From an optimization exercise on the open Yosys and OpenROAD flow, aimed at small area, a short achievable clock period and few clock cycles; shortcuts taken in it are not production practice. Function was not checked in any run shown here: the RTL went through the layout flow alone.

==> flow/design.v (outline; a module is shown in full before it is edited, if it fits) <==
// module Mult: 2489 lines
// module fullyconnect_4: 651 lines
module fullyconnect_4(
	input logic 				  Clk, Reset, start,
	input logic signed [31:0] curdata,
	input logic signed [31:0] curweight,
	input logic signed [31:0] curbias,
	output logic 		 [13:0] data_addr,
	output logic 		 [13:0] weight_addr,
	output logic 		 [9:0]  bias_addr,
	output logic 		 [13:0] temp_addr,
	output logic signed[31:0] temp_data,
	output logic     			  temp_wren,
	output logic 				  ready
);
  // ...
==> flow/run.sh <==
#!/bin/bash
# synth_recipe.tcl (not shown) runs the flow's synth.tcl, then flattens the netlist and writes it again
# the make line also repeats each setting of config.mk as NAME=value (left out here)
make -C /OpenROAD-flow-scripts/flow DESIGN_CONFIG=/design/flow/config.mk WORK_HOME=/design/flow/orfs CLKGATE_MAP_FILE= SYNTH_SCRIPT=/design/flow/synth_recipe.tcl finish
==> flow/config.mk <==
export PLATFORM = sky130hd
export DESIGN_NAME = fullyconnect_4
export DESIGN_NICKNAME = fullyconnect_4
export VERILOG_FILES = /design/flow/design.v
export SDC_FILE = /design/flow/constraint.sdc
export NUM_CORES = 4
export LEC_CHECK = 0
export CAP_MARGIN = 20
export CORE_MARGIN = 2
export CORE_UTILIZATION = 40
export PLACE_DENSITY = 0.6
export SLEW_MARGIN = 20
==> flow/constraint.sdc <==
create_clock -name core_clock -period 10.0 [get_ports {Clk}]
set_input_delay 2.0000 -clock core_clock [delete_from_list [all_inputs] [get_ports {Clk}]]
set_output_delay 2.0000 -clock core_clock [all_outputs]
set_load 0.01 [all_outputs]
==> run notes, run 1 <==
deepest clock path buffer count 3; Cell Count, Final, Fillers Out between 4,000 and 5,000; Hold Worst Slack ~330 ps; Synth area leaders sky130_fd_sc_hd__fa_1 (26%), sky130_fd_sc_hd__dfxtp_1 (23%), sky130_fd_sc_hd__a22oi_1 (10%); share of cell area taken by multi-input logic gates 60.28%; # clk buffers between 50 and 60; proportion of netlist area held by the largest area contributor a little over a quarter; hold-critical path depth 0; maximum capacitance violations 0; layout cell share with drive strength beyond 1 between 6 and 7%; relative slew slack between 20% and 30%; TritonCTS clock tree yes; FFs & Latches approximately 380; status no timing/DRC/antenna violations; post-route cell area roughly 38,000 sq um; endpoint kind of the worst setup timing path flip-flop; sequential fraction of the synthesis area a little under a quarter; total congestion overflow 0; largest stage delay on the critical path between 900 and 1000 ps; worst setup margin between 5000 and 6000 ps; area enclosed by the die boundary 86,920 sq um; Area after DPL ~36,000 sq um; vias approximately 26,000; clock sink count approximately 380; highest routing layer actually used met5; worst slack, placed 5086 ps; number of antenna violations at the first check in global routing 1
==> run 2, diff against run 1 <==
--- a/flow/config.mk
+++ b/flow/config.mk
@@ -6,4 +6,5 @@
 export NUM_CORES = 4
 export LEC_CHECK = 0
+export ABC_CLOCK_PERIOD_IN_PS = 3000
 export CAP_MARGIN = 20
 export CORE_MARGIN = 2
==> run notes, run 2 <==
clock-pin transition on the worst setup and hold timing paths 60 ps (about the same); number of antenna violations at the first check in global routing 1 (unchanged); hold wc startpoint l0 (unchanged); unrepaired setup endpoints after global routing no (unchanged); DRC violations left 0 (unchanged); number of slew-limit violations in the final report 0 (unchanged); share of the clock period used by the worst path after layout 48.98% (unchanged); layout cell share with drive strength beyond 1 6.810% (unchanged); endpoint kind of the worst setup timing path flip-flop (unchanged); post-cts resize count 0 (unchanged); I/O Buffers 161 (unchanged); DRT antenna net count 0 (unchanged); buffer count from post-CTS setup fixing 0 (unchanged); number of buffers created by CTS 47 (unchanged); most common cell after layout, fill and taps aside sky130_fd_sc_hd__inv_1 (unchanged); vias 25,583 (unchanged); Worst EP required 10,510 ps (about the same); Layout area overhead 12.24% (unchanged); Worst Hold End l1 (unchanged); standard cell core area 83,690 sq um (unchanged); met1 routed wirelength after detailed routing 47.67 mm (unchanged); worst-margin pin slew 1153 ps (unchanged); final hold violation count 0 (unchanged); Pre-Repair DR Iteration Count 6 (unchanged); largest stage delay on the critical path 960 ps (about the same); max reg flops 215 (unchanged); count of mapped cells out of synthesis 3,522 (unchanged); Arrival @ worst endpoint 5410 ps (about the same); Total Routed Length 112.3 mm (unchanged); CTS H-tree lvls 2 (unchanged); Crit Path Category flip-flop to flip-flop (unchanged); library cell with the highest instance count after synthesis sky130_fd_sc_hd__inv_1 (unchanged); register ranked first by flip-flop count r1 (unchanged); proportion of synthesized flip-flops having asynchronous set or reset 0% (unchanged); post-synth cell types 65 (unchanged); number of design-rule violations left by the first detailed-router iteration 2,987 (unchanged); via count of the first global-routing pass 26,126 (unchanged); logic depth of the worst register-to-register path 14 (unchanged); Yosys top cell by area sky130_fd_sc_hd__fa_1 (unchanged); worst clock skew 35.57 ps (unchanged); type of element launching the critical path flip-flop (unchanged); slowest cell on the critical path sky130_fd_sc_hd__dfxtp_2 (unchanged); clock latency of the later-clocked register in the worst-skew pair 630 ps (about the same); count of flip-flops with a built-in enable after synthesis 0 (unchanged); setup violators final 0 (unchanged); average wire per cell in the routed design 24.04 um (unchanged); number of antenna diodes 0 (unchanged); source of the worst register-to-register timing path f1 (unchanged); deepest clock path buffer count 3 (unchanged); die outline width 294.8 um (unchanged); proportion of netlist area held by the largest area contributor 26.27% (unchanged); Die Y-Extent 294.8 um (unchanged); cell chain of the critical path mux2i_1 -> fa_1 -> fa_1 -> inv_1 -> ha_1 -> a21oi_1 -> o21ai_1 -> a2111oi_2 -> nand3_2 -> a21oi_4 -> o22ai_1 -> o41ai_2 -> o31ai_1 -> xor2_1 (unchanged); Worst path most repeated cell sky130_fd_sc_hd__fa_1 (unchanged); kind of cell adding the most delay to the critical path compound AO/OA/AOI/OAI gates (unchanged); Post-synth top flop sky130_fd_sc_hd__dfxtp_1 (unchanged); GRT Resource Usage Total 25.71% (unchanged); status no timing/DRC/antenna violations (unchanged); area enclosed by the die boundary 86,920 sq um (unchanged); Synth area leaders sky130_fd_sc_hd__fa_1 (26%), sky130_fd_sc_hd__dfxtp_1 (23%), sky130_fd_sc_hd__a22oi_1 (10%) (unchanged); flop-to-flop setup slack 5100 ps (about the same); maximum fanout along the worst path 32 (unchanged); maximum capacitance violations 0 (unchanged); dpl hpwl 72.84 mm (unchanged); count of pins on the block boundary 185 (unchanged); Ys Warns 2 (unchanged); commonest non-fill, non-tap cells in the layout sky130_fd_sc_hd__inv_1 (594), sky130_fd_sc_hd__a22oi_1 (453), sky130_fd_sc_hd__fa_1 (444) (unchanged); largest net degree at the start of global routing 65 (unchanged); total congestion overflow 0 (unchanged); TritonCTS clock tree yes (unchanged); Reg-to-Reg End acc[29] (unchanged); aggregate negative setup slack 0 ps (unchanged); leading cell types by count after synthesis sky130_fd_sc_hd__inv_1 (594), sky130_fd_sc_hd__a22oi_1 (453), sky130_fd_sc_hd__fa_1 (444) (unchanged); clock sink count 384 (unchanged); average via count per standard cell 5.475 (unchanged); initial cell density of the core 40.43% (unchanged); sequential fraction of the synthesis area 22.72% (unchanged); Hold Worst Slack 325.3 ps (unchanged); HP Class flip-flop to flip-flop (unchanged); hold-critical path depth 0 (unchanged); cell row count 106 (unchanged); wire length of the first global-routing pass 167.4 mm (unchanged); fmax 0.2042 GHz (unchanged); hold_buf cts 0 (unchanged); relative slew slack 23.16% (unchanged); weighted congestion at the end of routability-driven global placement 0.8738 (unchanged); minimum clock period 4898 ps (unchanged); number of nets at the end of the flow 4,168 (unchanged); post-synth design cell area 33,830 sq um (unchanged); length of routed met3 wiring 13.98 mm (unchanged); highest routing layer actually used met5 (unchanged); total of flip-flops plus latches after synthesis 384 (unchanged); library cell used as clock root buffer sky130_fd_sc_hd__clkbuf_16 (unchanged); Synth Area per Inst 9.606 sq um (unchanged); combined buffer and inverter count along the critical path 1 (unchanged); routed wire length on met2 46.71 mm (unchanged)
==> run 2: cell counts in the layout (fill, tap and decap cells not counted) <==
Identical to the previous run, type by type.
==> run 2: logic make-up (layout without fill, tap and decap cells) <==
family                   Yosys count  after routing  share of synthesized area [%]
other                              1             23                        0.01108
multiplexers                      34             34                          1.091
AND/OR/NAND/NOR                  352            352                          5.215
adder cells (fa/ha/maj)          566            566                          30.79
flip-flops                       384            384                          22.72
buffers and inverters            913            908                          10.43
XOR/XNOR                         570            570                          14.76
AO/OA/AOI/OAI                    702            702                          14.99
==> run 2: cell type report <==
cell class              count  area (sq um)
clock buffers              58          1257
flip-flops and latches    384          7711
inverters                 598          2245
fillers                  7941         45720
clock inverters            27         359.1
repair buffers            225          2092
well taps                1134          1419
multi-input cells        2247         22890
==> run 2: layer usage <==
metal,GRT usage (%),up-vias
met4,8.723,2
met5,0,-
met1,35.94,12465
met3,7.790,306
met2,37.57,1604
li1,-,11206
==> run 2: through the flow <==
stage | util, % | setup slack, ps | area (sq um) | cells
global placement | 43.44 | 5183 | 36350 | 4588
detailed placement | 43.44 | 5086 | 36350 | 4588
CTS | 45.37 | 5093 | 37970 | 4673
floorplan | - | 5677 | 33910 | 3544
finish | 45.37 | 5102 | 37970 | 4673
global route | 45.37 | 4882 | 37970 | 4673
==> run 2: worst max path at each step <==
stage          startpoint      end  slack [ps]  depth (start not counted)
2_1_floorplan          f1  acc[22]        5680                         16
3_3_place_gp           f1  acc[29]        5180                         14
3_5_place_dp           f1  acc[29]        5090                         14
4_1_cts                f1  acc[29]        5090                         14
5_1_grt                f1  acc[29]        4880                         14
6_report               f1  acc[29]        5100                         14
==> run 2: worst reg2reg max path, cell delays in order (launching register included) <==
cell and delay [ps]:
sky130_fd_sc_hd__dfxtp_2 960, sky130_fd_sc_hd__mux2i_1 360, sky130_fd_sc_hd__fa_1 460, sky130_fd_sc_hd__fa_1 480, sky130_fd_sc_hd__inv_1 40, sky130_fd_sc_hd__ha_1 360, sky130_fd_sc_hd__a21oi_1 150, sky130_fd_sc_hd__o21ai_1 110
sky130_fd_sc_hd__a2111oi_2 390, sky130_fd_sc_hd__nand3_2 160, sky130_fd_sc_hd__a21oi_4 280, sky130_fd_sc_hd__o22ai_1 160, sky130_fd_sc_hd__o41ai_2 530, sky130_fd_sc_hd__o31ai_1 170, sky130_fd_sc_hd__xor2_1 160

port drivers added, routing unchanged:
The results above use ideal ports. As a check the final layouts listed here were re-extracted and re-timed, cells and wires unchanged.
Step 1: set_driving_cell puts a clkbuf_16 on Clk and a buf_2 on each other input, an assumption about the parent block.
Step 2 also shifts input and output timing later by t, the mid clock arrival at the registers, as if the neighbouring blocks saw the same clock.
Three values: ideal ports, drivers, drivers and shift; two values: the first two.
run | shift t [ns] | slack for setup (ns) | worst setup path after step 2 | pins driven straight from the clock port
run 1 | 0.686 | 5.102 / 5.102 / 5.102 | register to register | 1
run 2 | 0.686 | 5.102 / 5.102 / 5.102 | register to register | 1
After both steps setup and hold are still met in every run listed.
